From an optimization exercise on the open Yosys and OpenROAD flow, aimed at small area; shortcuts taken in it are not production practice.
The RTL was checked by simulation tests, not by an equivalence proof against the original design.
No activity file was given, so power comes from the tool's default toggle rates.

==> design/flow/design.v <==
module node_fix
  #(parameter W = 14,
    parameter [W-1:0] TAP = 0,
    parameter [W-1:0] SZ = 0,
    parameter [W-1:0] SERP = 0,
    parameter [W-1:0] SRRP = 0,
    parameter [W-1:0] SREST = 0,
    parameter [W-1:0] MASK = 0)    
  (input  clk,
   input  reset,
   input  enb,
   input  inExt,
   input  inMem,
   output Active,
   output pt_nz,
   output pt_3);
  localparam [2:0] S_REST = 3'b000, S_RRP = 3'b010, S_ERP = 3'b001,
                   S_FIRE = 3'b011, S_ERPS = 3'b101, S_ERP1 = 3'b111;
  reg [2:0] st;
  reg [W-1:0] cm;                   
  wire [W-1:0] c = cm ^ MASK;
  reg [W-1:0] c_n;
  wire activeMem = (st == S_FIRE);
  wire node_in = activeMem | inExt;
  wire rest = (st == S_REST);
  wire cz = (c == SZ);
  always @(posedge clk or posedge reset)
    if (reset) begin
      st          <= S_REST;
      cm          <= SREST ^ MASK;
    end else if (enb) begin
      cm <= c_n ^ MASK;
      if (node_in) begin
        st <= rest ? S_ERPS : S_ERP1;
      end else if (cz) begin
        if (st[0]) st <= S_RRP;
        else if (st[1]) st <= S_REST;
        else st <= S_FIRE;
      end else begin
        if (st[0]) st <= S_ERP;
      end
    end
  always @* begin
    if (node_in) c_n = SERP;
    else if (cz) begin
      if (st[0]) c_n = SRRP;
      else if (st[1]) c_n = SREST;
      else c_n = SERP;
    end else c_n = {c[W-2:0], ^(c & TAP)};
  end
  assign Active = activeMem | inMem;
  assign pt_nz  = st[2];
  assign pt_3   = st[1];
endmodule
module node_sa
  #(parameter [7:0] TAP = 0,
    parameter [7:0] SZ = 0,
    parameter [7:0] SERP = 0,
    parameter [7:0] SRRP = 0,
    parameter [15:0] TREST_INIT = 300)
  (input  clk,
   input  reset,
   input  enb,
   input  inExt,
   input  inMem,
   input  [15:0] Trest_def,
   output Active,
   output pt_nz,
   output pt_3);
  localparam [2:0] S_REST = 3'b000, S_RRP = 3'b010, S_ERP = 3'b001,
                   S_FIRE = 3'b011, S_ERPS = 3'b101, S_ERP1 = 3'b111;
  reg [2:0] st;
  reg [15:0] rm;            
  wire [15:0] r = rm ^ TREST_INIT;
  reg [7:0] e;
  wire activeMem = (st == S_FIRE);
  wire node_in = activeMem | inExt;
  wire rest = (st == S_REST);
  wire rz = (r == 16'd0);
  wire ez = (e == SZ);
  always @(posedge clk or posedge reset)
    if (reset) begin
      st          <= S_REST;
      rm          <= 16'd0;
    end else if (enb) begin
      if (rest) begin
        if (node_in | rz) begin
          st <= node_in ? S_ERPS : S_FIRE;
          rm <= Trest_def ^ TREST_INIT;
        end else begin
          rm <= (r - 1'b1) ^ TREST_INIT;
        end
      end else if (node_in) begin
        st <= S_ERP1;
      end else if (ez) begin
        st <= st[0] ? S_RRP : S_REST;
      end else begin
        if (st[0]) st <= S_ERP;
      end
    end
  wire [7:0] e_n = (rest | node_in) ? SERP : (ez ? SRRP : {e[6:0], ^(e & TAP)});
  always @(posedge clk or posedge reset)
    if (reset) e <= 8'd0;
    else e <= e ^ ((e ^ e_n) & {8{enb}});
  assign Active = activeMem | inMem;
  assign pt_nz  = st[2];
  assign pt_3   = st[1];
endmodule
module path_aut
  #(parameter VARF = 0,
    parameter FW = 16,
    parameter [FW-1:0] FTAP = 0,
    parameter [FW-1:0] FZ = 0,
    parameter [FW-1:0] F1 = 0,
    parameter [FW-1:0] F3 = 0,
    parameter BW = 16,
    parameter [BW-1:0] BTAP = 0,
    parameter [BW-1:0] BZ = 0,
    parameter [BW-1:0] B1 = 0,
    parameter [BW-1:0] B3 = 0)
  (input  clk,
   input  reset,
   input  enb,
   input  in1,
   input  in2,
   input  en_nz,
   input  en_3,
   input  ex_nz,
   input  ex_3,
   input  [15:0] forw,
   output out1,
   output out2,
   output out1_q,    
   output out2_q);
  reg sA, sC, sD, sR;
  reg nidle, o1, o2;        
  reg [FW-1:0] fcur;
  reg [BW-1:0] bcm;         
  wire [BW-1:0] bcur = bcm ^ BZ;
  reg bdef3;
  wire sI = ~(sA | sC | sD | sR);
  wire idle = ~nidle;
  wire [FW-1:0] fnew;
  wire [FW-1:0] fdef;
  generate
    if (VARF) begin : g_varf
      reg [FW-1:0] fdef_r;
      wire [FW-1:0] f1 = forw[FW-1:0];
      assign fnew = en_3 ? (f1 + {f1[FW-2:0], 1'b0}) : f1;
      wire we = enb & en_nz;
      always @(posedge clk or posedge reset)
        if (reset) fdef_r <= {FW{1'b0}};
        else fdef_r <= fdef_r ^ ((fdef_r ^ fnew) & {FW{we}});
      assign fdef = fdef_r;
    end else begin : g_constf
      reg fdef3;
      assign fnew = en_3 ? F3 : F1;
      wire we = enb & en_nz;
      always @(posedge clk or posedge reset)
        if (reset) fdef3 <= 1'b0;
        else fdef3 <= fdef3 ^ ((fdef3 ^ en_3) & we);
      assign fdef = fdef3 ? F3 : F1;
    end
  endgenerate
  wire [BW-1:0] bnew = ex_3 ? B3 : B1;
  wire [BW-1:0] bdef = bdef3 ? B3 : B1;
  wire [FW-1:0] fdef_t = en_nz ? fnew : fdef;
  wire [FW-1:0] fcur_t = (en_nz & idle) ? fnew : fcur;
  wire [BW-1:0] bdef_t = ex_nz ? bnew : bdef;
  wire [BW-1:0] bcur_t = (ex_nz & idle) ? bnew : bcur;
  wire fz = (fcur_t == FZ);
  wire bz = (bcur_t == BZ);
  wire [FW-1:0] fcur_dec = VARF ? fcur_t - 1'b1 : {fcur_t[FW-2:0], ^(fcur_t & FTAP)};
  wire [BW-1:0] bcur_dec = {bcur_t[BW-2:0], ^(bcur_t & BTAP)};
  wire a_run  = sA & ~in2 & ~fz;        
  wire a_out  = sA & ~in2 & fz;         
  wire a_dbl  = sA & in2;
  wire d_ante = sD & bz;                
  wire d_conf = sD & ~bz & ~fz;
  wire d_ret  = sD & ~bz & fz;          
  wire r_out  = sR & bz & ~in1;         
  wire r_dbl  = sR & in1;
  wire r_run  = sR & ~in1 & ~bz;        
  wire i_ante = sI & in1;
  wire i_ret  = sI & ~in1 & in2;
  wire sA_n = a_run | d_ante | i_ante;
  wire sC_n = a_out | d_conf | r_out;
  wire sD_n = a_dbl | r_dbl;
  wire sR_n = d_ret | i_ret | r_run;
  wire nidle_n = ~sC & (nidle | a_run);
  wire o1_n = d_ante | r_out | (o1 & ~sC & ~a_run);
  wire o2_n = a_out | d_ret | (o2 & ~sC & ~r_run);
  wire [FW-1:0] fcur_n = (sD & ~bz) ? fdef_t : ((sA & ~in2) ? fcur_dec : fcur_t);
  wire [BW-1:0] bcur_n = (d_ante | d_conf | r_out) ? bdef_t : (r_run ? bcur_dec : bcur_t);
  always @(posedge clk or posedge reset)
    if (reset) begin
      sA   <= 1'b0;
      sC   <= 1'b0;
      sD   <= 1'b0;
      sR   <= 1'b0;
      nidle <= 1'b0;
      o1   <= 1'b0;
      o2   <= 1'b0;
      bcm  <= {BW{1'b0}};
    end else if (enb) begin
      sA   <= sA_n;
      sC   <= sC_n;
      sD   <= sD_n;
      sR   <= sR_n;
      nidle <= nidle_n;
      o1   <= o1_n;
      o2   <= o2_n;
      bcm  <= bcur_n ^ BZ;
    end
  wire bwe = enb & ex_nz;
  always @(posedge clk or posedge reset)
    if (reset) begin
      fcur <= {FW{1'b0}};
      bdef3 <= 1'b0;
    end else begin
    fcur  <= fcur ^ ((fcur ^ fcur_n) & {FW{enb}});
    bdef3 <= bdef3 ^ ((bdef3 ^ ex_3) & bwe);
  end
  assign out1 = o1_n;
  assign out2 = o2_n;
  assign out1_q = o1;
  assign out2_q = o2;
endmodule
module PAC
  #(parameter W = 9,
    parameter [W-1:0] TAP = 0,
    parameter [W-1:0] SZ = 0,
    parameter [W-1:0] SDEF = 0)
  (input  clk,
   input  reset,
   input  enb,
   input  st_en,
   input  act,
   output PVC,
   output PVC_q);
  localparam [1:0] S_WAIT = 2'd0, S_COUNT = 2'd1, S_START = 2'd2;
  reg [1:0] st;
  reg [W-1:0] count;
  reg pvc;
  reg pvc_n;
  wire cz = (count == SZ);
  always @* begin
    pvc_n = pvc;
    case (st)
      S_COUNT: pvc_n = cz;
      S_WAIT:  if (!st_en) pvc_n = 1'b0;
      default: if (!act) pvc_n = 1'b0;
    endcase
  end
  always @(posedge clk or posedge reset)
    if (reset) begin
      st    <= S_WAIT;
      pvc   <= 1'b0;
    end else if (enb) begin
      pvc <= pvc_n;
      case (st)
        S_COUNT: if (cz) st <= S_WAIT;
        S_WAIT:  if (st_en) st <= S_START;
        default: if (act) st <= S_COUNT;
      endcase
    end
  wire [W-1:0] count_n = (st == S_COUNT) ? {count[W-2:0], ^(count & TAP)} : SDEF;
  always @(posedge clk or posedge reset)
    if (reset) count <= {W{1'b0}};
    else count <= count ^ ((count ^ count_n) & {W{enb}});
  assign PVC = pvc_n;
  assign PVC_q = pvc;
endmodule
`timescale 1 ns / 1 ns
module case2mod_new
  (input  clk,
   input  reset,
   input  clk_enable,
   input  AP,
   input  VP,
   input  [15:0] SArest,
   input  [15:0] AVforw,
   input  PAC_en,
   input  PVC_en,
   output ce_out,
   output NA1Out,
   output NA2Out,
   output NA3Out,
   output NA4Out,
   output NA5Out,
   output NA6Out,
   output NA7Out);
  wire enb = clk_enable;
  wire a1, a2, a3, a4, a5, a6, a7;                  
  wire n1, n2, n3, n4, n5, n6, n7;                  
  wire t1, t2, t3, t4, t5, t6, t7;                  
  wire p1o1, p1o2, p2o1, p2o2, p3o1, p3o2, p4o1, p4o2;
  wire p5o1, p5o2, p6o1, p6o2, p7o1, p7o2;
  wire pac, pvc;
  wire p1q1, p1q2, p2q1, p2q2, p3q1, p3q2, p4q1, p4q2;    
  wire p5q1, p5q2, p6q1, p6q2, p7q1, p7q2;
  wire pacq, pvcq;
  reg APq, VPq;
  always @(posedge clk or posedge reset)
    if (reset) begin
      APq <= 1'b0;
      VPq <= 1'b0;
    end else if (enb) begin
      APq <= AP;
      VPq <= VP;
    end
  PAC #(.W(8), .TAP(8'b10111000), .SZ(8'b11111111), .SDEF(8'b10111000)) u_PAC
    (.clk(clk), .reset(reset), .enb(enb), .st_en(PAC_en), .act(a1), .PVC(pac), .PVC_q(pacq));
  PAC #(.W(9), .TAP(9'b100010000), .SZ(9'b111111111), .SDEF(9'b111000100)) u_PVC
    (.clk(clk), .reset(reset), .enb(enb), .st_en(PVC_en), .act(a3), .PVC(pvc), .PVC_q(pvcq));
  node_sa #(.TAP(8'b10111000), .SZ(8'b00000111), .SERP(8'b01000000), .SRRP(8'b01000100),
            .TREST_INIT(16'd300)) u_NA1
    (.clk(clk), .reset(reset), .enb(enb),
     .inExt(pac | AP | p4o1 | p1o1 | p3o1), .inMem(pacq | APq | p4q1 | p1q1 | p3q1), .Trest_def(SArest),
     .Active(a1), .pt_nz(n1), .pt_3(t1));
  node_fix #(.W(14), .TAP(14'b10000000010101), .SZ(14'b00110110000110),
             .SERP(14'b11110111001100), .SRRP(14'b11110110101100), .SREST(14'b11100111011100),
             .MASK(14'b11100111011100)) u_NA2
    (.clk(clk), .reset(reset), .enb(enb), .inExt(p2o1 | p1o2), .inMem(p2q1 | p1q2),
     .Active(a2), .pt_nz(n2), .pt_3(t2));
  node_fix #(.W(14), .TAP(14'b10000000010101), .SZ(14'b10100010110111),
             .SERP(14'b00001101011010), .SRRP(14'b00001010011000), .SREST(14'b00001110011000),
             .MASK(14'b00001110011000)) u_NA3
    (.clk(clk), .reset(reset), .enb(enb), .inExt(pvc | p2o2 | VP), .inMem(pvcq | p2q2 | VPq),
     .Active(a3), .pt_nz(n3), .pt_3(t3));
  node_fix #(.W(14), .TAP(14'b10000000010101), .SZ(14'b10100010110111),
             .SERP(14'b00001101011010), .SRRP(14'b00001010011000), .SREST(14'b00001110011000),
             .MASK(14'b00001110011000)) u_NA4
    (.clk(clk), .reset(reset), .enb(enb), .inExt(p5o1 | p3o2), .inMem(p5q1 | p3q2),
     .Active(a4), .pt_nz(n4), .pt_3(t4));
  node_fix #(.W(14), .TAP(14'b10000000010101), .SZ(14'b10100010110111),
             .SERP(14'b00001101011010), .SRRP(14'b00001010011000), .SREST(14'b00001110011000),
             .MASK(14'b00001110011000)) u_NA5
    (.clk(clk), .reset(reset), .enb(enb), .inExt(p7o1 | p5o2), .inMem(p7q1 | p5q2),
     .Active(a5), .pt_nz(n5), .pt_3(t5));
  node_fix #(.W(14), .TAP(14'b10000000010101), .SZ(14'b11011001111111),
             .SERP(14'b01110010001011), .SRRP(14'b11110010000011), .SREST(14'b01100010001001),
             .MASK(14'b01100010001001)) u_NA6
    (.clk(clk), .reset(reset), .enb(enb), .inExt(p6o1 | p4o2), .inMem(p6q1 | p4q2),
     .Active(a6), .pt_nz(n6), .pt_3(t6));
  node_fix #(.W(14), .TAP(14'b10000000010101), .SZ(14'b11011001111111),
             .SERP(14'b01110010001011), .SRRP(14'b11110010000011), .SREST(14'b01100010001001),
             .MASK(14'b01100010001001)) u_NA7
    (.clk(clk), .reset(reset), .enb(enb), .inExt(p6o2 | p7o2), .inMem(p6q2 | p7q2),
     .Active(a7), .pt_nz(n7), .pt_3(t7));
  path_aut #(.FW(7), .FTAP(7'b1100000), .FZ(7'b0101110), .F1(7'b1010110), .F3(7'b0010110),
             .BW(9), .BTAP(9'b100010000), .BZ(9'b000110110), .B1(9'b101111011), .B3(9'b111111011)) u_PA1
    (.clk(clk), .reset(reset), .enb(enb), .in1(a1), .in2(a2),
     .en_nz(n1), .en_3(t1), .ex_nz(n2), .ex_3(t2), .forw(16'd0),
     .out1(p1o1), .out2(p1o2), .out1_q(p1q1), .out2_q(p1q2));
  path_aut #(.VARF(1), .FW(16), .FZ(16'd0),
             .BW(9), .BTAP(9'b100010000), .BZ(9'b010010011), .B1(9'b111111101), .B3(9'b111111100)) u_PA2
    (.clk(clk), .reset(reset), .enb(enb), .in1(a2), .in2(a3),
     .en_nz(n2), .en_3(t2), .ex_nz(n3), .ex_3(t3), .forw(AVforw),
     .out1(p2o1), .out2(p2o2), .out1_q(p2q1), .out2_q(p2q2));
  path_aut #(.FW(8), .FTAP(8'b10111000), .FZ(8'b00011000), .F1(8'b10010101), .F3(8'b00010101),
             .BW(16), .BTAP(16'b1101000000001000), .BZ(16'b0000010000000101), .B1(16'b0000000000011111), .B3(16'b0000000001111111)) u_PA3
    (.clk(clk), .reset(reset), .enb(enb), .in1(a1), .in2(a4),
     .en_nz(n1), .en_3(t1), .ex_nz(n4), .ex_3(t4), .forw(16'd0),
     .out1(p3o1), .out2(p3o2), .out1_q(p3q1), .out2_q(p3q2));
  path_aut #(.FW(6), .FTAP(6'b110000), .FZ(6'b001101), .F1(6'b001001), .F3(6'b000001),
             .BW(6), .BTAP(6'b110000), .BZ(6'b001101), .B1(6'b001001), .B3(6'b000001)) u_PA4
    (.clk(clk), .reset(reset), .enb(enb), .in1(a1), .in2(a6),
     .en_nz(n1), .en_3(t1), .ex_nz(n6), .ex_3(t6), .forw(16'd0),
     .out1(p4o1), .out2(p4o2), .out1_q(p4q1), .out2_q(p4q2));
  path_aut #(.FW(6), .FTAP(6'b110000), .FZ(6'b000011), .F1(6'b011010), .F3(6'b011000),
             .BW(6), .BTAP(6'b110000), .BZ(6'b010000), .B1(6'b100110), .B3(6'b000110)) u_PA5
    (.clk(clk), .reset(reset), .enb(enb), .in1(a4), .in2(a5),
     .en_nz(n4), .en_3(t4), .ex_nz(n5), .ex_3(t5), .forw(16'd0),
     .out1(p5o1), .out2(p5o2), .out1_q(p5q1), .out2_q(p5q2));
  path_aut #(.FW(7), .FTAP(7'b1100000), .FZ(7'b0010001), .F1(7'b0111111), .F3(7'b0011111),
             .BW(7), .BTAP(7'b1100000), .BZ(7'b0010001), .B1(7'b0111111), .B3(7'b0011111)) u_PA6
    (.clk(clk), .reset(reset), .enb(enb), .in1(a6), .in2(a7),
     .en_nz(n6), .en_3(t6), .ex_nz(n7), .ex_3(t7), .forw(16'd0),
     .out1(p6o1), .out2(p6o2), .out1_q(p6q1), .out2_q(p6q2));
  path_aut #(.FW(7), .FTAP(7'b1100000), .FZ(7'b0000001), .F1(7'b1000110), .F3(7'b1000010),
             .BW(7), .BTAP(7'b1100000), .BZ(7'b0000001), .B1(7'b1000110), .B3(7'b1000010)) u_PA7
    (.clk(clk), .reset(reset), .enb(enb), .in1(a5), .in2(a7),
     .en_nz(n5), .en_3(t5), .ex_nz(n7), .ex_3(t7), .forw(16'd0),
     .out1(p7o1), .out2(p7o2), .out1_q(p7q1), .out2_q(p7q2));
  assign NA1Out = a1;
  assign NA2Out = a2;
  assign NA3Out = a3;
  assign NA4Out = a4;
  assign NA5Out = a5;
  assign NA6Out = a6;
  assign NA7Out = a7;
  assign ce_out = clk_enable;
endmodule
==> design/flow/flow/run.sh <==
#!/bin/bash
# Own layout flow: the standard flow (standard.sh), with three changes:
#  1. after the standard synthesis, its combinational logic is mapped again
#     by ABC for area (flow/remap.abc); the flip-flops are kept as they are
#     (same instances, names and cells), and the new netlist is proved
#     equivalent to the standard one before it is used (else the standard
#     netlist is kept);
#  2. clock tree synthesis uses clkbuf_8 sink clusters and no dummy loads;
#  3. ports are buffered with buf_1 (every port still gets its own buffer).
# Each tool's output goes to a log file of its own in this folder.
set -euo pipefail
W=$(pwd)
K=$W/flow
R=$W/orfs/results/${FLOW_PLATFORM}/case2mod_new/base
LIB=$FLOW_HOME/platforms/${FLOW_PLATFORM}/lib/sky130_fd_sc_hd__tt_025C_1v80.lib
YOSYS=$(command -v yosys || echo "$FLOW_HOME/../tools/install/yosys/bin/yosys")

export CTS_ARGS="-sink_clustering_enable -repair_clock_nets -dont_use_dummy_load -buf_list sky130_fd_sc_hd__clkbuf_8 -sink_clustering_size 16 -sink_clustering_max_diameter 80"
export BUFFER_PORTS_ARGS="-buffer_cell sky130_fd_sc_hd__buf_1"

bash standard.sh synth > standard_synth.log 2>&1
cp "$R/1_2_yosys.v" "$W/std_netlist.v"

SEQ=$(tr '\n' ' ' < "$K/seq.txt")
DU=$(sed 's/^/-dont_use /' "$K/dont_use.txt" | tr '\n' ' ')
TOP=${FLOW_TOP}

# The remap is run with four ABC random seeds in parallel; the smallest
# result that is proved equivalent is used.
for S in 0 1 2 3; do
  sed "s/-S 0/-S $S/" "$K/remap.abc" > "$W/remap_$S.abc"
  cat > "$W/remap_$S.ys" <<EOS
read_liberty -ignore_miss_func $LIB
blackbox $SEQ
read_verilog $W/std_netlist.v
hierarchy -check -top $TOP
flatten
opt_clean
abc -liberty $LIB -script $W/remap_$S.abc $DU
opt_clean -purge
hilomap -singleton -hicell sky130_fd_sc_hd__conb_1 HI -locell sky130_fd_sc_hd__conb_1 LO
splitnets
opt_clean -purge
insbuf -buf sky130_fd_sc_hd__buf_4 A X
opt_clean -purge
stat -liberty $LIB
select -assert-none t:\$_*
write_verilog -noattr -nohex -nodec $W/remapped_$S.v
EOS
  (timeout 1200 "$YOSYS" -s "$W/remap_$S.ys" > "$W/remap_$S.log" 2>&1 || rm -f "$W/remapped_$S.v") &
done
wait
: > "$W/remap_areas.txt"
for S in 0 1 2 3; do
  if [[ -f "$W/remapped_$S.v" ]]; then
    area=$(grep "Chip area" "$W/remap_$S.log" | tail -1 | awk '{print $NF}')
    echo "$area $S" >> "$W/remap_areas.txt"
  fi
done
sort -g "$W/remap_areas.txt" -o "$W/remap_areas.txt"

# Equivalence of the two netlists: both read with the flip-flops as black
# boxes, every flip-flop instance turned into ports named after it (so the
# proof pairs flip-flops by instance name), then a SAT proof of the miter.
for x in gold gate; do
  if [[ $x == gold ]]; then f=$W/std_netlist.v; else f=$W/remapped.v; fi
  cat > "$W/eq_$x.ys" <<EOS
read_liberty -ignore_miss_func $LIB
blackbox $SEQ
read_verilog $f
hierarchy -check -top $TOP
flatten
delete t:\$scopeinfo
expose -evert -sep __ t:sky130_fd_sc_hd__*
opt_clean -purge
rename $TOP $x
write_verilog -noattr $W/eq_$x.v
EOS
done
cat > "$W/eq_miter.ys" <<EOS
read_liberty -ignore_miss_func $LIB
read_verilog $W/eq_gold.v $W/eq_gate.v
flatten
miter -equiv -flatten -make_assert gold gate miter
hierarchy -top miter
sat -verify -prove-asserts miter
EOS

use_remap=0
while read -r area S; do
  cp "$W/remapped_$S.v" "$W/remapped.v"
  if timeout 600 "$YOSYS" -s "$W/eq_gold.ys" > "$W/eq_gold.log" 2>&1 &&
     timeout 600 "$YOSYS" -s "$W/eq_gate.ys" > "$W/eq_gate.log" 2>&1 &&
     timeout 1200 "$YOSYS" -s "$W/eq_miter.ys" > "$W/eq_miter.log" 2>&1; then
    use_remap=1
    echo "seed=$S area=$area" > "$W/remap_choice.txt"
    break
  fi
done < "$W/remap_areas.txt"
echo "use_remap=$use_remap" > "$W/remap_result.txt"
if [[ $use_remap == 1 ]]; then
  cp "$W/remapped.v" "$R/1_2_yosys.v"
  rm -f "$R/1_synth.odb" "$R/1_synth.sdc"
fi

bash standard.sh > standard.log 2>&1
==> design/flow/flow/dont_use.txt <==
sky130_fd_sc_hd__fill_1
sky130_fd_sc_hd__fill_2
sky130_fd_sc_hd__fill_4
sky130_fd_sc_hd__fill_8
sky130_fd_sc_hd__lpflow_bleeder_1
sky130_fd_sc_hd__lpflow_clkbufkapwr_1
sky130_fd_sc_hd__lpflow_clkbufkapwr_16
sky130_fd_sc_hd__lpflow_clkbufkapwr_2
sky130_fd_sc_hd__lpflow_clkbufkapwr_4
sky130_fd_sc_hd__lpflow_clkbufkapwr_8
sky130_fd_sc_hd__lpflow_clkinvkapwr_1
sky130_fd_sc_hd__lpflow_clkinvkapwr_16
sky130_fd_sc_hd__lpflow_clkinvkapwr_2
sky130_fd_sc_hd__lpflow_clkinvkapwr_4
sky130_fd_sc_hd__lpflow_clkinvkapwr_8
sky130_fd_sc_hd__lpflow_decapkapwr_12
sky130_fd_sc_hd__lpflow_decapkapwr_3
sky130_fd_sc_hd__lpflow_decapkapwr_4
sky130_fd_sc_hd__lpflow_decapkapwr_6
sky130_fd_sc_hd__lpflow_decapkapwr_8
sky130_fd_sc_hd__lpflow_inputiso0n_1
sky130_fd_sc_hd__lpflow_inputiso0p_1
sky130_fd_sc_hd__lpflow_inputiso1n_1
sky130_fd_sc_hd__lpflow_inputiso1p_1
sky130_fd_sc_hd__lpflow_inputisolatch_1
sky130_fd_sc_hd__lpflow_isobufsrc_1
sky130_fd_sc_hd__lpflow_isobufsrc_16
sky130_fd_sc_hd__lpflow_isobufsrc_2
sky130_fd_sc_hd__lpflow_isobufsrc_4
sky130_fd_sc_hd__lpflow_isobufsrc_8
sky130_fd_sc_hd__lpflow_isobufsrckapwr_16
sky130_fd_sc_hd__lpflow_lsbuf_lh_hl_isowell_tap_1
sky130_fd_sc_hd__lpflow_lsbuf_lh_hl_isowell_tap_2
sky130_fd_sc_hd__lpflow_lsbuf_lh_hl_isowell_tap_4
sky130_fd_sc_hd__lpflow_lsbuf_lh_isowell_4
sky130_fd_sc_hd__lpflow_lsbuf_lh_isowell_tap_1
sky130_fd_sc_hd__lpflow_lsbuf_lh_isowell_tap_2
sky130_fd_sc_hd__lpflow_lsbuf_lh_isowell_tap_4
sky130_fd_sc_hd__probe_p_8
sky130_fd_sc_hd__probec_p_8
==> design/flow/flow/remap.abc <==
strash
&get -n
&deepsyn -T 60 -S 0
&put
dch -f
amap -F 5 -A 5
topo
==> design/flow/flow/seq.txt <==
sky130_fd_sc_hd__dfbbn_1
sky130_fd_sc_hd__dfbbn_2
sky130_fd_sc_hd__dfbbp_1
sky130_fd_sc_hd__dfrbp_1
sky130_fd_sc_hd__dfrbp_2
sky130_fd_sc_hd__dfrtn_1
sky130_fd_sc_hd__dfrtp_1
sky130_fd_sc_hd__dfrtp_2
sky130_fd_sc_hd__dfrtp_4
sky130_fd_sc_hd__dfsbp_1
sky130_fd_sc_hd__dfsbp_2
sky130_fd_sc_hd__dfstp_1
sky130_fd_sc_hd__dfstp_2
sky130_fd_sc_hd__dfstp_4
sky130_fd_sc_hd__dfxbp_1
sky130_fd_sc_hd__dfxbp_2
sky130_fd_sc_hd__dfxtp_1
sky130_fd_sc_hd__dfxtp_2
sky130_fd_sc_hd__dfxtp_4
sky130_fd_sc_hd__dlclkp_1
sky130_fd_sc_hd__dlclkp_2
sky130_fd_sc_hd__dlclkp_4
sky130_fd_sc_hd__dlrbn_1
sky130_fd_sc_hd__dlrbn_2
sky130_fd_sc_hd__dlrbp_1
sky130_fd_sc_hd__dlrbp_2
sky130_fd_sc_hd__dlrtn_1
sky130_fd_sc_hd__dlrtn_2
sky130_fd_sc_hd__dlrtn_4
sky130_fd_sc_hd__dlrtp_1
sky130_fd_sc_hd__dlrtp_2
sky130_fd_sc_hd__dlrtp_4
sky130_fd_sc_hd__dlxbn_1
sky130_fd_sc_hd__dlxbn_2
sky130_fd_sc_hd__dlxbp_1
sky130_fd_sc_hd__dlxtn_1
sky130_fd_sc_hd__dlxtn_2
sky130_fd_sc_hd__dlxtn_4
sky130_fd_sc_hd__dlxtp_1
sky130_fd_sc_hd__edfxbp_1
sky130_fd_sc_hd__edfxtp_1
sky130_fd_sc_hd__lpflow_inputisolatch_1
sky130_fd_sc_hd__sdfbbn_1
sky130_fd_sc_hd__sdfbbn_2
sky130_fd_sc_hd__sdfbbp_1
sky130_fd_sc_hd__sdfrbp_1
sky130_fd_sc_hd__sdfrbp_2
sky130_fd_sc_hd__sdfrtn_1
sky130_fd_sc_hd__sdfrtp_1
sky130_fd_sc_hd__sdfrtp_2
sky130_fd_sc_hd__sdfrtp_4
sky130_fd_sc_hd__sdfsbp_1
sky130_fd_sc_hd__sdfsbp_2
sky130_fd_sc_hd__sdfstp_1
sky130_fd_sc_hd__sdfstp_2
sky130_fd_sc_hd__sdfstp_4
sky130_fd_sc_hd__sdfxbp_1
sky130_fd_sc_hd__sdfxbp_2
sky130_fd_sc_hd__sdfxtp_1
sky130_fd_sc_hd__sdfxtp_2
sky130_fd_sc_hd__sdfxtp_4
sky130_fd_sc_hd__sdlclkp_1
sky130_fd_sc_hd__sdlclkp_2
sky130_fd_sc_hd__sdlclkp_4
sky130_fd_sc_hd__sedfxbp_1
sky130_fd_sc_hd__sedfxbp_2
sky130_fd_sc_hd__sedfxtp_1
sky130_fd_sc_hd__sedfxtp_2
sky130_fd_sc_hd__sedfxtp_4
==> design/flow/standard.sh <==
#!/bin/bash
# synth_recipe.tcl (not shown) runs the flow's synth.tcl, then flattens the netlist and writes it again
# the make line also repeats each setting of config.mk as NAME=value (left out here)
make -C /OpenROAD-flow-scripts/flow DESIGN_CONFIG=/design/flow/config.mk WORK_HOME=/design/flow/orfs CLKGATE_MAP_FILE= SYNTH_SCRIPT=/design/flow/synth_recipe.tcl "${@:-finish}"
==> design/flow/config.mk <==
export PLATFORM = sky130hd
export DESIGN_NAME = case2mod_new
export DESIGN_NICKNAME = case2mod_new
export VERILOG_FILES = /design/flow/design.v
export SDC_FILE = /design/flow/constraint.sdc
export NUM_CORES = 4
export LEC_CHECK = 0
export CAP_MARGIN = 20
export CORE_MARGIN = 2
export CORE_UTILIZATION = 65
export SLEW_MARGIN = 20
==> design/flow/constraint.sdc <==
create_clock -name core_clock -period 10.0 [get_ports {clk}]
set_input_delay 2.0000 -clock core_clock [delete_from_list [all_inputs] [get_ports {clk}]]
set_output_delay 2.0000 -clock core_clock [all_outputs]
set_load 0.01 [all_outputs]
==> results of run 1 <==
-- through the flow --
stage,setup slack [ns],area [um2],hold slack [ns]
6_report,4.363,17100,0.4579
2_1_floorplan,1.635,16090,0.4303
4_1_cts,4.340,17100,0.4552
3_5_place_dp,3.728,16760,0.4470
3_3_place_gp,3.939,16760,0.4418
5_1_grt,3.540,17100,0.4827
-- final cells by class --
| type | instances | area share [%] |
|---|---|---|
| Sequential cell | 343 | 50.19 |
| Clock buffer | 25 | 2.012 |
| Tap cell | 324 | 2.370 |
| Inverter | 319 | 7.060 |
| Antenna cell | 1 | 0.01463 |
| Timing Repair Buffer | 53 | 1.485 |
| Multi-Input combinational cell | 1151 | 36.87 |
-- worst max path at each step --
stage,startpoint,end,slack (ns),depth (start not counted)
finish,clk_enable,u_NA1.rm[12]$_DFFE_PP0P_,4.36,25
global placement,clk_enable,u_NA1.rm[9]$_DFFE_PP0P_,3.94,25
CTS,clk_enable,u_NA1.rm[1]$_DFFE_PP0P_,4.34,26
floorplan,reset,APq$_DFFE_PP0P_,1.63,1
global route,clk_enable,u_NA1.rm[6]$_DFFE_PP0P_,3.54,25
detailed placement,clk_enable,u_NA1.rm[7]$_DFFE_PP0P_,3.73,25
-- report_power, final --
group	switching (mW)	leakage, nW	internal [mW]
clock network	0.422	0.180	0.224
logic	0.981	2.24	0.543
registers	0.293	4.13	1.80
total	1.70	6.55	2.57
-- routing by layer --
layer,up-vias,track usage (%),routed length (um)
li1,6684,-,-
met1,6551,40.11,16440
met2,391,45.16,16480
met3,62,2.825,1691
met4,0,7.792,854
met5,-,0,0
-- worst register-to-register path, delay by kind of cell, from the launching register on --
family	cells	cell delay, ns
compound gates	5	0.84
buf+inv	3	1.22
simple gates	7	2.94
flops	1	0.43
==> key figures, run 1 <==
STA
  – Slew headroom: 33.12%
  – Worst-margin pin slew: 0.9941 ns
  – Sum of negative setup slack: 0 ns
  – Final worst path period share: 56.37%
  – Fmax: 177.4 MHz
  – Final hold vios: 0
  – Final setup viols: 0
  – RSZ-0062 raised after global routing: no
  – Final Max Tran Viols: 0
  – Post-layout minimum cycle time: 5.637 ns
  – Worst Skew: 0.04359 ns

Synth
  – Syn Area/Cell: 8.872 um2
  – Yosys warning count: 14
  – Syn Nets: 1853
  – Synthesized area: 16090 um2
  – Synth Instances: 1814

Detailed routing
  – ANT nets after route: 0
  – DR vias: 13688
  – Post-Route WL: 35460 um
  – Number of remaining DRC errors: 0
  – 1st-pass router iterations: 5
  – Average via count per standard cell: 6.177
  – WL/cell: 16.00 um
  – Drt first-iter violations: 1260

Power and ir drop
  – Leak: 6.546 nW
  – Max rail drop VDD: 158.5 uV
  – Pwr Density: 249.2 nW/um2
  – Total power: 4.262 mW

Worst setup path
  – Delay-heaviest family, CP: simple AND/OR/NAND/NOR gates
  – Worst stage delay on the critical path: 0.43 ns
  – Cell mode on critical path: nor2_1
  – Crit path max fanout: 23
  – CP arrival: 6.08 ns
  – Reg-to-Reg End: u_NA3.cm[7]$_DFFE_PP0P_
  – CP Class: input pin to flip-flop
  – R2R Setup Slk: 4.50 ns
  – CP Data Required Time: 10.45 ns
  – Nature of the critical path startpoint: input pin
  – Slowest CP cell: clkinv_1
  – Crit. End Element: flip-flop
  – Reg-to-Reg Start: u_NA2.st[2]$_DFFE_PP0P_
  – Crit path buffers/inverters: 7
  – R2R depth: 15

Layout
  – Area of the multi-input gates: 6306 um2
  – Finished Core Util: 70.32%
  – Finished Layout Cells: 2216
  – Reg area: 8583 um2
  – Commonest non-fill, non-tap cell in the layout: dfrtp_1
  – FILL cells: 1937
  – Final-stage net count: 1932
  – Fraction of layout cells with a size suffix above 1: 1.851%
  – Commonest non-fill, non-tap cells in the layout: dfrtp_1, clkinv_1, nor2_1, o22ai_1, o21ai_0
  – Synth-to-Final Area Change: 6.266%

Min path
  – Hold/Removal Path Class: flip-flop to flip-flop
  – Worst Hold Path EP: u_PA3.nidle$_DFFE_PP0P_
  – Worst hold stages: 1
  – Min-delay src: u_PA3.sC$_DFFE_PP0P_

Floorplan
  – Die ar.: 26040 um2
  – I/O pins: 47
  – FP Rows: 57
  – Core area: 24320 um2
  – Die X: 161.4 um
  – Die H: 161.4 um
  – Initial core utilization: 66.18%

Place
  – Placed insts: 2190
  – Placer Congestion: 0.8421
  – IO buf count: 46
  – Placed wire-length estimate: 24160 um

Clock network
  – CTS H-tree depth: 1
  – # hold bufs at CTS: 0
  – CTS Buf Count: 25
  – Postcts setup bufs: 0
  – Clk slew on worst S/H paths: 0.10 ns
  – Num Clock Sinks: 343
  – Worst-Skew Late Latency: 0.57 ns
  – CTS tree: done
  – Root Buffer: clkbuf_8
  – CTS resizes: 0
  – Clock buffer depth: 3

GRT
  – All-layer global routing usage: 27.67%
  – Largest net degree at the start of global routing: 179
  – Total gr overflow: 0
  – Initial antenna violation count: 1
  – Vias in the first global route: 13130
  – First-pass GRT wire length: 61000 um

Run
  – Max-cap check violation count: 0

Outcome
  – Status: timing/DRC/antenna clean
==> inputs of run 2 (changes only) <==
--- a/design/flow/config.mk
+++ b/design/flow/config.mk
@@ -9,3 +9,3 @@
 export CORE_MARGIN = 2
-export CORE_UTILIZATION = 65
+export CORE_UTILIZATION = 40
 export SLEW_MARGIN = 20
==> run 2 against run 1 <==
Still clean; power grew 0.39%; setup slack lost 0.11 ns; worst hold slack lost 0.0026 ns; non-clock buffer count grew 4; clock power grew 4.5%; via count shrank 1.6%; final cell count grew 9.3%; utilization shrank 27 points; area after synthesis is the same; design area grew 1.7%; critical endpoint is now u_NA1.rm[0]$_DFFE_PP0P_; largest cell class unchanged.
==> key figures, run 2 <==
Layout
  – Commonest non-fill, non-tap cells in the layout: dfrtp_1, clkinv_1, nor2_1, o22ai_1, o21ai_0 (unchanged)
  – Commonest non-fill, non-tap cell in the layout: dfrtp_1 (unchanged)
  – Final-stage net count: 1937 (was 1932)
  – Synth-to-Final Area Change: 8.054% (was 6.266%)
  – Fraction of layout cells with a size suffix above 1: 2.110% (was 1.851%)
  – # diodes: 0 (was 1)
  – FILL cells: 3896 (was 1937)
  – Finished Layout Cells: 2421 (was 2216)

Worst setup path
  – CP arrival: 6.22 ns (was 6.08 ns)
  – Nature of the critical path startpoint: input pin (unchanged)
  – Reg-to-Reg End: u_NA1.rm[3]$_DFFE_PP0P_ (was u_NA3.cm[7]$_DFFE_PP0P_)
  – CP Class: input pin to flip-flop (unchanged)
  – Cell mode on critical path: nor2_1 (unchanged)
  – Crit. End Element: flip-flop (unchanged)
  – Reg-to-Reg Start: u_NA2.st[1]$_DFFE_PP0P_ (was u_NA2.st[2]$_DFFE_PP0P_)
  – CP Data Required Time: 10.48 ns (was 10.45 ns)
  – R2R Setup Slk: 4.66 ns (was 4.50 ns)
  – Crit. path cell count: 25 (unchanged)
  – R2R depth: 12 (was 15)
  – Worst stage delay on the critical path: 0.43 ns (about the same)
  – Crit path buffers/inverters: 7 (unchanged)
  – Slowest CP cell: clkinv_1 (unchanged)
  – Delay-heaviest family, CP: simple AND/OR/NAND/NOR gates (unchanged)
  – Crit path max fanout: 27 (was 23)

Outcome
  – Status: timing/DRC/antenna clean (unchanged)

STA
  – Sum of negative setup slack: 0 ns (unchanged)
  – Slew headroom: 38.73% (was 33.12%)
  – Fmax: 174.1 MHz (was 177.4 MHz)
  – Final worst slack: 4.258 ns (was 4.363 ns)
  – Worst-margin pin slew: 0.9157 ns (was 0.9941 ns)
  – Final worst path period share: 57.42% (was 56.37%)
  – Worst Skew: 0.04646 ns (was 0.04359 ns)
  – Post-layout minimum cycle time: 5.742 ns (was 5.637 ns)
  – Final Max Tran Viols: 0 (unchanged)
  – Final hold vios: 0 (unchanged)
  – Final setup viols: 0 (unchanged)
  – RSZ-0062 raised after global routing: no (unchanged)

Detailed routing
  – Number of remaining DRC errors: 0 (unchanged)
  – DR vias: 13473 (was 13688)
  – WL/cell: 15.23 um (was 16.00 um)
  – Drt first-iter violations: 893 (was 1260)
  – 1st-pass router iterations: 5 (unchanged)
  – Average via count per standard cell: 5.565 (was 6.177)
  – ANT nets after route: 0 (unchanged)
  – Post-Route WL: 36880 um (was 35460 um)

GRT
  – Vias in the first global route: 13322 (was 13130)
  – Total gr overflow: 0 (unchanged)
  – Initial antenna violation count: 0 (was 1)
  – Largest net degree at the start of global routing: 120 (was 179)
  – All-layer global routing usage: 18.15% (was 27.67%)
  – First-pass GRT wire length: 64170 um (was 61000 um)

Run
  – Max-cap check violation count: 0 (unchanged)

Floorplan
  – Core area: 39730 um2 (was 24320 um2)
  – Die ar.: 41860 um2 (was 26040 um2)
  – Die H: 204.6 um (was 161.4 um)
  – FP Rows: 73 (was 57)
  – I/O pins: 47 (unchanged)
  – Die X: 204.6 um (was 161.4 um)
  – Initial core utilization: 40.51% (was 66.18%)

Min path
  – Worst hold stages: 1 (unchanged)
  – Worst Hold Path EP: u_PA4.nidle$_DFFE_PP0P_ (was u_PA3.nidle$_DFFE_PP0P_)
  – Hold/Removal Path Class: flip-flop to flip-flop (unchanged)
  – Min-delay src: u_PA4.sC$_DFFE_PP0P_ (was u_PA3.sC$_DFFE_PP0P_)

Clock network
  – CTS resizes: 0 (unchanged)
  – Num Clock Sinks: 343 (unchanged)
  – Root Buffer: clkbuf_8 (unchanged)
  – CTS Buf Count: 26 (was 25)
  – CTS tree: done (unchanged)
  – Postcts setup bufs: 0 (unchanged)
  – # hold bufs at CTS: 0 (unchanged)
  – Clock buffer depth: 3 (unchanged)
  – CTS H-tree depth: 1 (unchanged)
  – Worst-Skew Late Latency: 0.61 ns (was 0.57 ns)
  – Clk slew on worst S/H paths: 0.10 ns (about the same)

Place
  – DP Worst Slack: 3.581 ns (was 3.728 ns)
  – IO buf count: 46 (unchanged)
  – Placer Congestion: 0.8295 (was 0.8421)
  – Placed insts: 2395 (was 2190)
  – Placed wire-length estimate: 25450 um (was 24160 um)

Synth
  – Synthesized area: 16090 um2 (unchanged)
  – Syn Nets: 1853 (unchanged)
  – Yosys warning count: 14 (unchanged)
  – Syn Area/Cell: 8.872 um2 (unchanged)
  – Synth Instances: 1814 (unchanged)

Power and ir drop
  – Clock Power Share: 15.8% (was 15.2%)
  – Internal: 2.576 mW (was 2.565 mW)
  – Sw Pwr: 1.702 mW (was 1.696 mW)
  – Register share of total power: 48.8% (was 49.1%)
  – Leak: 6.571 nW (was 6.546 nW)
  – Combinational Power Share: 35.4% (was 35.8%)
  – Pwr Density: 246.0 nW/um2 (was 249.2 nW/um2)
  – Max rail drop VDD: 89.83 uV (was 158.5 uV)
  – Sw Ratio: 39.79% (was 39.80%)
==> run 2: layout make-up <==
cell class / instances / area, um2 / share of cell area [%]
flip-flops and latches: 343 / 8583 / 49.36
multi-input cells: 1151 / 6306 / 36.26
repair buffers: 57 / 279.0 / 1.604
well taps: 525 / 656.9 / 3.777
inverters: 319 / 1207 / 6.943
clock buffers: 26 / 357.8 / 2.058
==> run 2: power groups by stage <==
stage | Combinational [mW] | Sequential, mW | Clock (mW)
6_report | 1.51 | 2.09 | 0.675
5_1_grt | 1.74 | 2.15 | 0.755
4_1_cts | 1.52 | 2.09 | 0.704
3_5_place_dp | 1.51 | 2.11 | 0
3_3_place_gp | 1.49 | 2.11 | 0
2_1_floorplan | 1.17 | 2.04 | 0
==> run 2: routing by layer <==
metal / track usage, % / wire length, um
met2: 29.43 / 16780
met4: 5.409 / 769
met3: 2.259 / 1406
met1: 25.46 / 17920
met5: 0 / 0
==> run 2: how the worst max path moves through the flow <==
stage	start	end	slack, ns
after floorplan	reset	APq$_DFFE_PP0P_	1.63
after global placement	clk_enable	u_NA1.rm[2]$_DFFE_PP0P_	3.67
after detailed placement	clk_enable	u_NA1.rm[0]$_DFFE_PP0P_	3.58
after CTS	clk_enable	u_NA1.rm[0]$_DFFE_PP0P_	4.24
after global routing	clk_enable	u_NA1.rm[6]$_DFFE_PP0P_	3.53
final	clk_enable	u_NA1.rm[0]$_DFFE_PP0P_	4.26
==> run 2: metrics by stage <==
step                      instance area (um2)  total power [mW]  hold WS [ns]  util, %
after floorplan                         16090             3.213        0.4303        -
after global placement                  17030             3.595        0.4386    42.85
after detailed placement                17030             3.628        0.4424    42.85
after CTS                               17380             4.313        0.4592    43.75
after global routing                    17390             4.645        0.4738    43.77
final                                   17390             4.279        0.4553    43.77
==> inputs of run 3 (changes only) <==
--- a/design/flow/design.v
+++ b/design/flow/design.v
@@ -134,3 +134,7 @@
    output out2_q);
-  reg sA, sC, sD, sR;
+  reg [2:0] st;
+  wire sA = (st == 3'b001);
+  wire sR = (st == 3'b010);
+  wire sD = (st == 3'b011);
+  wire sC = st[2];
   reg nidle, o1, o2;        
@@ -140,3 +144,3 @@
   reg bdef3;
-  wire sI = ~(sA | sC | sD | sR);
+  wire sI = (st == 3'b000);
   wire idle = ~nidle;
@@ -196,6 +200,3 @@
     if (reset) begin
-      sA   <= 1'b0;
-      sC   <= 1'b0;
-      sD   <= 1'b0;
-      sR   <= 1'b0;
+      st   <= 3'b000;
       nidle <= 1'b0;
@@ -205,6 +206,3 @@
     end else if (enb) begin
-      sA   <= sA_n;
-      sC   <= sC_n;
-      sD   <= sD_n;
-      sR   <= sR_n;
+      st   <= {sC_n, sR_n | sD_n, sA_n | sD_n};
       nidle <= nidle_n;
--- a/design/flow/config.mk
+++ b/design/flow/config.mk
@@ -9,3 +9,3 @@
 export CORE_MARGIN = 2
-export CORE_UTILIZATION = 40
+export CORE_UTILIZATION = 65
 export SLEW_MARGIN = 20
==> run 3 against run 2 <==
Still clean on timing, DRC and antenna; clock power shrank 7.0%; sequential share of layout area grew 0.64 points; clock skew shrank 0.037 ns; wire length shrank 8.6%; design area shrank 3.3%; synthesized cell count shrank 2.3%; combinational power shrank 3%; critical path type unchanged; highest routed layer unchanged.
==> key figures, run 3 <==
Power and ir drop
  – Sw Ratio: 39.45% (was 39.79%)
  – Max rail drop VDD: 174.7 uV (was 89.83 uV)
  – Pwr Density: 246.2 nW/um2 (was 246.0 nW/um2)
  – Leak: 6.429 nW (was 6.571 nW)
  – Internal: 2.507 mW (was 2.576 mW)
  – Clock Power Share: 15.2% (was 15.8%)
  – Register share of total power: 49.6% (was 48.8%)
  – Combinational Power Share: 35.2% (was 35.4%)
  – Sw Pwr: 1.633 mW (was 1.702 mW)

Clock network
  – Postcts setup bufs: 0 (unchanged)
  – CTS resizes: 0 (unchanged)
  – Clock buffer depth: 3 (unchanged)
  – Clk slew on worst S/H paths: 0.10 ns (about the same)
  – Worst-Skew Late Latency: 0.56 ns (was 0.61 ns)
  – Root Buffer: clkbuf_8 (unchanged)
  – # hold bufs at CTS: 0 (unchanged)
  – CTS H-tree depth: 1 (unchanged)
  – CTS tree: done (unchanged)
  – CTS Buf Count: 24 (was 26)
  – Num Clock Sinks: 336 (was 343)

Floorplan
  – Die X: 159.8 um (was 204.6 um)
  – I/O pins: 47 (unchanged)
  – FP Rows: 57 (was 73)
  – Die H: 159.8 um (was 204.6 um)
  – Die ar.: 25540 um2 (was 41860 um2)
  – Core area: 24110 um2 (was 39730 um2)
  – Initial core utilization: 65.46% (was 40.51%)

Worst setup path
  – CP arrival: 5.78 ns (was 6.22 ns)
  – Crit path max fanout: 21 (was 27)
  – Cell mode on critical path: nor2_1 (unchanged)
  – Slowest CP cell: nor4_1 (was clkinv_1)
  – Reg-to-Reg Start: u_NA1.st[1]$_DFFE_PP0P_ (was u_NA2.st[1]$_DFFE_PP0P_)
  – Worst stage delay on the critical path: 0.38 ns (was 0.43 ns)
  – Crit. Startpoint: clk_enable (unchanged)
  – R2R depth: 15 (was 12)
  – Nature of the critical path startpoint: input pin (unchanged)
  – R2R Setup Slk: 5.88 ns (was 4.66 ns)
  – CP Data Required Time: 10.46 ns (was 10.48 ns)
  – Crit path buffers/inverters: 7 (unchanged)
  – CP Class: input pin to flip-flop (unchanged)
  – Crit. End Element: flip-flop (unchanged)
  – CP Cell Sequence: clkbuf_4 > inv_4 > nor4_1 > clkinv_1 > nor2_1 > and3_1 > nand2_1 > nor2_1 > nand2_1 > nor2_1 > clkinv_1 > nor2_1 > nand2_1 > nor2_1 > clkinv_1 > nor2_1 > clkinv_1 > nor2_1 > clkinv_1 > nor3_1 > a21oi_1 > a22o_1
  – Delay-heaviest family, CP: simple AND/OR/NAND/NOR gates (unchanged)
  – Reg-to-Reg End: u_NA1.rm[13]$_DFFE_PP0P_ (was u_NA1.rm[3]$_DFFE_PP0P_)

Layout
  – Finished Core Util: 69.77% (was 43.77%)
  – FILL cells: 1953 (was 3896)
  – Final-stage net count: 1892 (was 1937)
  – # diodes: 0 (unchanged)
  – Fraction of layout cells with a size suffix above 1: 2.053% (was 2.110%)
  – Finished Layout Cells: 2175 (was 2421)
  – Commonest non-fill, non-tap cells in the layout: dfrtp_1, clkinv_1, nor2_1, o22ai_1, o21ai_0 (unchanged)
  – Final Cell Area: 16820 um2 (was 17390 um2)
  – Commonest non-fill, non-tap cell in the layout: dfrtp_1 (unchanged)
  – Synth-to-Final Area Change: 6.589% (was 8.054%)

Place
  – Placed insts: 2150 (was 2395)
  – Placer Congestion: 0.9051 (was 0.8295)
  – Placed wire-length estimate: 23200 um (was 25450 um)
  – Placement Cell Area: 16460 um2 (was 17030 um2)
  – IO buf count: 46 (unchanged)

STA
  – Worst Skew: 0.009147 ns (was 0.04646 ns)
  – RSZ-0062 raised after global routing: no (unchanged)
  – Worst-margin pin slew: 1.014 ns (was 0.9157 ns)
  – Final hold vios: 0 (unchanged)
  – Sum of negative setup slack: 0 ns (unchanged)
  – Final worst path period share: 53.20% (was 57.42%)
  – Final setup viols: 0 (unchanged)
  – Fmax: 188.0 MHz (was 174.1 MHz)
  – Post-layout minimum cycle time: 5.320 ns (was 5.742 ns)
  – Slew headroom: 32.43% (was 38.73%)
  – Final Max Tran Viols: 0 (unchanged)

Min path
  – Worst Hold Path EP: u_PA3.bcm[10]$_DFFE_PP0P_ (was u_PA4.nidle$_DFFE_PP0P_)
  – Min-delay src: u_PA3.bcm[9]$_DFFE_PP0P_ (was u_PA4.sC$_DFFE_PP0P_)
  – Worst hold stages: 1 (unchanged)
  – Hold/Removal Path Class: flip-flop to flip-flop (unchanged)

Synth
  – Syn Area/Cell: 8.905 um2 (was 8.872 um2)
  – Synthesized area: 15780 um2 (was 16090 um2)
  – Syn Nets: 1811 (was 1853)
  – Yosys warning count: 14 (unchanged)
  – Synth Instances: 1772 (was 1814)

GRT
  – Initial antenna violation count: 0 (unchanged)
  – Largest net degree at the start of global routing: 190 (was 120)
  – First-pass GRT wire length: 58550 um (was 64170 um)
  – Vias in the first global route: 12478 (was 13322)
  – Total gr overflow: 0 (unchanged)
  – All-layer global routing usage: 26.79% (was 18.15%)

Run
  – Max-cap check violation count: 0 (unchanged)

Detailed routing
  – Average via count per standard cell: 6.051 (was 5.565)
  – Drt first-iter violations: 1177 (was 893)
  – Number of remaining DRC errors: 0 (unchanged)
  – WL/cell: 15.49 um (was 15.23 um)
  – Post-Route WL: 33690 um (was 36880 um)
  – DR vias: 13162 (was 13473)
  – 1st-pass router iterations: 6 (was 5)
  – ANT nets after route: 0 (unchanged)

Outcome
  – Status: timing/DRC/antenna clean (unchanged)
-- run 3: metrics by stage --
step	hold WS [ns]	setup WS, ns	power [mW]
global route	0.4638	4.112	4.463
global placement	0.4497	4.403	3.469
detailed placement	0.4442	4.139	3.522
finish	0.4680	4.680	4.140
CTS	0.4588	4.716	4.145
floorplan	0.4250	1.769	3.129
-- run 3: area by class of cell --
cell class	instances	area [um2]	area share (%)
Clock buffer	24	330.3	1.964
Timing Repair Buffer	56	296.5	1.763
Sequential cell	336	8408	49.99
Inverter	303	1147	6.822
Tap cell	324	405.4	2.410
Multi-Input combinational cell	1132	6231	37.05
-- run 3: layer usage --
metal	vias up	share of wire, %	wire length [um]	GRT usage (%)
li1	6540	-	-	-
met1	6258	48	16260	40.27
met2	313	45	15110	41.97
met3	51	4.9	1642	3.481
met4	0	2.0	679	6.757
met5	-	0	0	0
-- run 3: worst max-delay path by stage --
stage	end	depth (start not counted)
after global placement	u_NA1.rm[15]$_DFFE_PP0P_	22
final	u_NA1.rm[15]$_DFFE_PP0P_	22
after floorplan	APq$_DFFE_PP0P_	1
after global routing	u_NA1.rm[14]$_DFFE_PP0P_	23
after CTS	u_NA1.rm[15]$_DFFE_PP0P_	22
after detailed placement	u_NA1.rm[15]$_DFFE_PP0P_	22
-- run 3: power by group through the flow --
stage | sequential, mW | combinational (mW) | clock [mW]
after floorplan | 2.01 | 1.12 | 0
after detailed placement | 2.08 | 1.44 | 0
final | 2.05 | 1.46 | 0.628
after CTS | 2.05 | 1.45 | 0.644
after global routing | 2.11 | 1.66 | 0.692
after global placement | 2.07 | 1.40 | 0
==> inputs of run 4 (changes only) <==
--- a/design/flow/flow/run.sh
+++ b/design/flow/flow/run.sh
@@ -27,5 +27,5 @@
 
-# The remap is run with four ABC random seeds in parallel; the smallest
-# result that is proved equivalent is used.
-for S in 0 1 2 3; do
+# The remap is run with eight ABC random seeds, four at a time; the
+# smallest result that is proved equivalent is used.
+for S in 0 1 2 3 4 5 6 7; do
   sed "s/-S 0/-S $S/" "$K/remap.abc" > "$W/remap_$S.abc"
@@ -50,2 +50,3 @@
   (timeout 1200 "$YOSYS" -s "$W/remap_$S.ys" > "$W/remap_$S.log" 2>&1 || rm -f "$W/remapped_$S.v") &
+  if [[ $S == 3 ]]; then wait; fi
 done
@@ -53,3 +54,3 @@
 : > "$W/remap_areas.txt"
-for S in 0 1 2 3; do
+for S in 0 1 2 3 4 5 6 7; do
   if [[ -f "$W/remapped_$S.v" ]]; then
==> run 4 against run 3 <==
Still clean; clock-buffer cell count did not move; register-to-register slack barely moved; setup slack did not move; design area did not move; sequential power barely moved; sequential share of layout area did not move; die area did not move; first-iteration DRC count did not move; via count did not move; power did not move; area after synthesis did not move; critical path depth did not move; critical path type unchanged.
==> key figures, run 4 <==
STA
  – Final hold vios: 0 (unchanged)
  – Worst Skew: 0.009147 ns (unchanged)
  – WHS: 0.4680 ns (unchanged)
  – Final worst slack: 4.680 ns (unchanged)
  – Sum of negative setup slack: 0 ns (unchanged)
  – Final setup viols: 0 (unchanged)
  – RSZ-0062 raised after global routing: no (unchanged)
  – Final Max Tran Viols: 0 (unchanged)
  – Slew headroom: 32.43% (unchanged)
  – Fmax: 188.0 MHz (unchanged)
  – Post-layout minimum cycle time: 5.320 ns (unchanged)
  – Worst-margin pin slew: 1.014 ns (unchanged)
  – Final worst path period share: 53.20% (unchanged)

Worst setup path
  – CP Class: input pin to flip-flop (unchanged)
  – CP Data Required Time: 10.46 ns (about the same)
  – Crit. End Element: flip-flop (unchanged)
  – CP arrival: 5.78 ns (about the same)
  – Nature of the critical path startpoint: input pin (unchanged)
  – Crit path max fanout: 21 (unchanged)

Clock network
  – # hold bufs at CTS: 0 (unchanged)
  – CTS H-tree depth: 1 (unchanged)
  – Clk slew on worst S/H paths: 0.10 ns (about the same)
  – Root Buffer: clkbuf_8 (unchanged)
  – CTS tree: done (unchanged)
  – CTS resizes: 0 (unchanged)
  – Clock buffer depth: 3 (unchanged)
  – Postcts setup bufs: 0 (unchanged)
  – Num Clock Sinks: 336 (unchanged)
  – CTS Buf Count: 24 (unchanged)
  – Worst-Skew Late Latency: 0.56 ns (about the same)

Layout
  – Synth-to-Final Area Change: 6.589% (unchanged)
  – # diodes: 0 (unchanged)
  – Commonest non-fill, non-tap cells in the layout: dfrtp_1, clkinv_1, nor2_1, o22ai_1, o21ai_0 (unchanged)
  – Commonest non-fill, non-tap cell in the layout: dfrtp_1 (unchanged)
  – Final-stage net count: 1892 (unchanged)
  – Fraction of layout cells with a size suffix above 1: 2.053% (unchanged)

Floorplan
  – Die X: 159.8 um (unchanged)
  – Core area: 24110 um2 (unchanged)
  – Initial core utilization: 65.46% (unchanged)
  – I/O pins: 47 (unchanged)
  – FP Rows: 57 (unchanged)
  – Die H: 159.8 um (unchanged)
  – Die ar.: 25540 um2 (unchanged)

GRT
  – Total gr overflow: 0 (unchanged)
  – Initial antenna violation count: 0 (unchanged)
  – Largest net degree at the start of global routing: 190 (unchanged)
  – First-pass GRT wire length: 58550 um (unchanged)
  – Vias in the first global route: 12478 (unchanged)
  – All-layer global routing usage: 26.79% (unchanged)

Detailed routing
  – WL/cell: 15.49 um (unchanged)
  – Average via count per standard cell: 6.051 (unchanged)
  – ANT nets after route: 0 (unchanged)
  – Drt first-iter violations: 1177 (unchanged)
  – 1st-pass router iterations: 6 (unchanged)
  – Post-Route WL: 33690 um (unchanged)
  – DR vias: 13162 (unchanged)
  – Number of remaining DRC errors: 0 (unchanged)

Outcome
  – Status: timing/DRC/antenna clean (unchanged)

Place
  – DP Worst Slack: 4.139 ns (unchanged)
  – Placed wire-length estimate: 23200 um (unchanged)
  – IO buf count: 46 (unchanged)
  – Placer Congestion: 0.9051 (unchanged)

Power and ir drop
  – Max rail drop VDD: 174.7 uV (unchanged)
  – Total power: 4.140 mW (unchanged)
  – Combinational Power Share: 35.2% (about the same)
  – Pwr Density: 246.2 nW/um2 (unchanged)
  – Leak: 6.429 nW (unchanged)
  – Sw Ratio: 39.45% (unchanged)
  – Register share of total power: 49.6% (about the same)
  – Clock Power Share: 15.2% (about the same)
  – Sw Pwr: 1.633 mW (unchanged)
  – Internal: 2.507 mW (unchanged)

Synth
  – Synthesized area: 15780 um2 (unchanged)
  – Syn Area/Cell: 8.905 um2 (unchanged)
  – Syn Nets: 1811 (unchanged)
  – Synth Instances: 1772 (unchanged)
  – Yosys warning count: 14 (unchanged)

Min path
  – Hold/Removal Path Class: flip-flop to flip-flop (unchanged)

Run
  – Max-cap check violation count: 0 (unchanged)
run 4: cell counts in the layout (fill, tap and decap cells not counted):
Identical to the previous run, type by type.
run 4: layout make-up:
class	instances	area, um2
repair buffers	56	296.5
fillers	1953	7287
well taps	324	405.4
multi-input cells	1132	6231
flip-flops and latches	336	8408
inverters	303	1147
clock buffers	24	330.3
run 4: worst paths after layout:
check / from / end / slack, ns / cells past startpoint
min in group asynchronous: reset / u_PA6.bcm[0]$_DFFE_PP0P_ / 1.45 / 2
max: clk_enable / u_NA1.rm[15]$_DFFE_PP0P_ / 4.68 / 22
min reg2reg: u_PA3.bcm[9]$_DFFE_PP0P_ / u_PA3.bcm[10]$_DFFE_PP0P_ / 0.47 / 1
max in group asynchronous: reset / u_NA4.cm[12]$_DFFE_PP0P_ / 7.27 / 3
min: u_PA3.bcm[9]$_DFFE_PP0P_ / u_PA3.bcm[10]$_DFFE_PP0P_ / 0.47 / 1
max reg2reg: u_NA1.st[1]$_DFFE_PP0P_ / u_NA1.rm[13]$_DFFE_PP0P_ / 5.88 / 15
run 4: per-layer routing:
metal / track usage [%] / part of all wire (%) / vias up
li1: - / - / 6540
met4: 6.757 / 2.0 / 0
met3: 3.481 / 4.9 / 51
met5: 0 / 0 / -
met2: 41.97 / 45 / 313
met1: 40.27 / 48 / 6258
run 4: power by group through the flow:
stage	Sequential, mW	Combinational (mW)	Clock [mW]
floorplan	2.01	1.12	0
global placement	2.07	1.40	0
detailed placement	2.08	1.44	0
CTS	2.05	1.45	0.644
global route	2.11	1.66	0.692
finish	2.05	1.46	0.628
run 4: metrics by stage:
| stage | instances | utilization, % | instance area, um2 |
|---|---|---|---|
| after detailed placement | 2150 | 68.29 | 16460 |
| after CTS | 2174 | 69.66 | 16790 |
| final | 2175 | 69.77 | 16820 |
| after floorplan | 1772 | - | 15780 |
| after global placement | 2150 | 68.27 | 16460 |
| after global routing | 2175 | 69.77 | 16820 |
run 4: worst max-delay path, cell delays in order:
cell      delay [ns]
clkbuf_4        0.26
inv_4           0.14
nor4_1          0.38
clkinv_1        0.24
nor2_1          0.20
and3_1          0.23
nand2_1         0.10
nor2_1          0.17
nand2_1         0.11
nor2_1          0.14
clkinv_1        0.10
nor2_1          0.16
nand2_1         0.12
nor2_1          0.15
clkinv_1        0.10
nor2_1          0.14
clkinv_1        0.10
nor2_1          0.14
clkinv_1        0.12
nor3_1          0.32
a21oi_1         0.14
a22o_1          0.21
==> inputs of run 5 (changes only) <==
--- a/design/flow/config.mk
+++ b/design/flow/config.mk
@@ -9,3 +9,3 @@
 export CORE_MARGIN = 2
-export CORE_UTILIZATION = 65
+export CORE_UTILIZATION = 80
 export SLEW_MARGIN = 20
==> run 5 against run 4 <==
Via count rose by 6.4%; utilization rose by 16 points; fmax fell by 12%; still clean on timing, DRC and antenna; clock skew rose by 0.022 ns; die area fell by 18%; clock power barely moved; largest power group unchanged; area after synthesis did not move; global-route usage rose by 9.1 points; sequential share of layout area rose by 0.34 points; setup slack got worse by 0.75 ns; synthesized cell count did not move; wire length rose by 8.7%.
==> key figures, run 5 <==
Outcome
  – Status: timing/DRC/antenna clean (unchanged)

Place
  – Placed wire-length estimate: 25520 um (was 23200 um)
  – Placer Congestion: 0.9415 (was 0.9051)
  – IO buf count: 46 (unchanged)

Power and ir drop
  – Total power: 4.195 mW (was 4.140 mW)
  – Leak: 6.411 nW (was 6.429 nW)
  – Max rail drop VDD: 189.9 uV (was 174.7 uV)
  – Pwr Density: 251.1 nW/um2 (was 246.2 nW/um2)

Synth
  – Synth Instances: 1772 (unchanged)
  – Yosys warning count: 14 (unchanged)
  – Syn Area/Cell: 8.905 um2 (unchanged)
  – Syn Nets: 1811 (unchanged)
  – Synthesized area: 15780 um2 (unchanged)

Clock network
  – Clk slew on worst S/H paths: 0.10 ns (about the same)
  – # hold bufs at CTS: 0 (unchanged)
  – CTS H-tree depth: 1 (unchanged)
  – Clock buffer depth: 3 (unchanged)
  – CTS resizes: 0 (unchanged)
  – Num Clock Sinks: 336 (unchanged)
  – Postcts setup bufs: 0 (unchanged)
  – CTS Buf Count: 24 (unchanged)
  – Worst-Skew Late Latency: 0.57 ns (was 0.56 ns)
  – CTS tree: done (unchanged)
  – Root Buffer: clkbuf_8 (unchanged)

STA
  – Final worst path period share: 60.75% (was 53.20%)
  – Final hold vios: 0 (unchanged)
  – Worst-margin pin slew: 1.036 ns (was 1.014 ns)
  – Fmax: 164.6 MHz (was 188.0 MHz)
  – Final setup viols: 0 (unchanged)
  – Final Max Tran Viols: 0 (unchanged)
  – Post-layout minimum cycle time: 6.075 ns (was 5.320 ns)
  – Sum of negative setup slack: 0 ns (unchanged)
  – RSZ-0062 raised after global routing: no (unchanged)
  – Slew headroom: 30.95% (was 32.43%)
  – Worst Skew: 0.03072 ns (was 0.009147 ns)

GRT
  – All-layer global routing usage: 35.87% (was 26.79%)
  – Largest net degree at the start of global routing: 149 (was 190)
  – Grt peak-use layer: met2 (unchanged)
  – Total gr overflow: 0 (unchanged)
  – Vias in the first global route: 13358 (was 12478)
  – Met3 usage: 4.967% (was 3.481%)
  – Met2 Usage GRT: 60.84% (was 41.97%)
  – First-pass GRT wire length: 61290 um (was 58550 um)
  – Initial antenna violation count: 0 (unchanged)
  – Met1 Use GR: 48.95% (was 40.27%)

Floorplan
  – I/O pins: 47 (unchanged)
  – Die X: 144.4 um (was 159.8 um)
  – Die ar.: 20860 um2 (was 25540 um2)
  – Core area: 19400 um2 (was 24110 um2)
  – Initial core utilization: 81.34% (was 65.46%)
  – Die H: 144.4 um (was 159.8 um)
  – FP Rows: 51 (was 57)

Worst setup path
  – CP Data Required Time: 10.46 ns (about the same)
  – CP arrival: 6.54 ns (was 5.78 ns)
  – Crit path max fanout: 71 (was 21)
  – Nature of the critical path startpoint: input pin (unchanged)
  – Reg-to-Reg Start: u_NA1.st[1]$_DFFE_PP0P_ (unchanged)
  – Reg-to-Reg End: u_NA1.rm[14]$_DFFE_PP0P_ (was u_NA1.rm[13]$_DFFE_PP0P_)
  – Crit. End Element: flip-flop (unchanged)
  – R2R Setup Slk: 5.91 ns (was 5.88 ns)
  – CP Class: input pin to flip-flop (unchanged)
  – R2R depth: 14 (was 15)

Layout
  – Fraction of layout cells with a size suffix above 1: 2.000% (was 2.053%)
  – Final-stage net count: 1891 (was 1892)
  – Synth-to-Final Area Change: 5.860% (was 6.589%)
  – # diodes: 0 (unchanged)
  – Commonest non-fill, non-tap cell in the layout: dfrtp_1 (unchanged)
  – Commonest non-fill, non-tap cells in the layout: dfrtp_1, clkinv_1, nor2_1, o22ai_1, o21ai_0 (unchanged)

Min path
  – Worst hold stages: 1 (unchanged)
  – Hold/Removal Path Class: flip-flop to flip-flop (unchanged)
  – Worst Hold Path EP: u_PA3.bcm[10]$_DFFE_PP0P_ (unchanged)
  – Min-delay src: u_PA3.bcm[9]$_DFFE_PP0P_ (unchanged)

Detailed routing
  – Post-Route WL: 36620 um (was 33690 um)
  – ANT nets after route: 0 (unchanged)
  – Number of remaining DRC errors: 0 (unchanged)
  – DR vias: 14003 (was 13162)
  – 1st-pass router iterations: 8 (was 6)
  – Average via count per standard cell: 6.621 (was 6.051)
  – WL/cell: 17.31 um (was 15.49 um)
  – Drt first-iter violations: 1177 (unchanged)

Run
  – Max-cap check violation count: 0 (unchanged)
==> run 5: power breakdown <==
part / total [mW] / switching (mW) / internal [mW]
Clock: 0.626 / 0.410 / 0.216
Sequential: 2.07 / 0.313 / 1.76
Combinational: 1.50 / 0.967 / 0.529
Total: 4.19 / 1.69 / 2.51
==> run 5: how the worst max path moves through the flow <==
stage	startpoint	to	slack, ns	cells after the start
floorplan	reset	APq$_DFFE_PP0P_	1.77	1
CTS	clk_enable	u_NA1.rm[15]$_DFFE_PP0P_	4.02	22
detailed placement	clk_enable	u_NA1.rm[15]$_DFFE_PP0P_	3.43	22
global route	clk_enable	u_NA1.rm[15]$_DFFE_PP0P_	3.43	22
finish	clk_enable	u_NA1.rm[15]$_DFFE_PP0P_	3.92	22
global placement	clk_enable	u_NA1.rm[15]$_DFFE_PP0P_	3.82	22
==> run 5: layout make-up <==
class	count	area, um2
sequential	336	8408
multi-input combinational	1132	6230
fill	1114	2695
inverter	303	1147
tap	265	331.6
clock buffer	24	330.3
timing repair buffer	55	256.5
==> run 5: stage by stage <==
stage	hold WS, ns	util, %	setup WS [ns]	cell area (um2)	instances
after detailed placement	0.4579	84.38	3.432	16370	2091
final	0.4781	86.11	3.925	16700	2115
after floorplan	0.4250	-	1.769	15780	1772
after global placement	0.4424	84.38	3.819	16370	2091
after CTS	0.4782	86.09	4.023	16700	2115
after global routing	0.4948	86.11	3.428	16700	2115
==> run 5: worst max-delay path: stages <==
cell	delay, ns
clkbuf_4	0.50
inv_4	0.41
nor4_1	0.44
clkinv_1	0.23
nor2_1	0.21
and3_1	0.25
nand2_1	0.13
nor2_1	0.18
nand2_1	0.13
nor2_1	0.15
clkinv_1	0.10
nor2_1	0.21
nand2_1	0.13
nor2_1	0.16
clkinv_1	0.10
nor2_1	0.13
clkinv_1	0.10
nor2_1	0.14
clkinv_1	0.13
nor3_1	0.33
a21oi_1	0.14
a22o_1	0.21
==> run 5: layer usage <==
layer  vias to the layer above  wire, um
met3                        92      2322
li1                       6539         -
met2                       599     18110
met1                      6773     15340
met5                         -         0
met4                         0       839

## re-timing with driven ports
How much do the figures lean on ideal ports? The routed layouts below were timed once more, with nothing changed but the port constraints.
Step 1 (the two cells are an assumption about what drives the block):
set clk [get_ports {clk}]
set_driving_cell -lib_cell sky130_fd_sc_hd__clkbuf_16 $clk
set_driving_cell -lib_cell sky130_fd_sc_hd__buf_2 [delete_from_list [all_inputs] $clk]
Step 2 moves the port delays by t, midway between the first and last clock arrival at a register: inputs arrive t later, outputs are due t later. That takes back most of the time a late clock gives input paths.
Slacks: no drivers / after step 1 / after step 2; pairs: no drivers / after step 1.
run	t, ns	setup slack, ns	worst setup path at the end	cell pins on the clock port's net
run 1	0.601	4.363 / 4.387 / 3.786	input to register	1
run 2	0.634	4.258 / 4.281 / 3.647	input to register	1
run 3	0.606	4.680 / 4.703 / 4.097	input to register	1
run 4	0.606	4.680 / 4.703 / 4.097	input to register	1
run 5	0.595	3.925 / 3.945 / 3.349	input to register	1
After both steps every run listed still meets setup and hold. For run 2, which loses most, drivers alone change the setup slack by +0.023 ns; drivers and shift together by -0.611 ns.
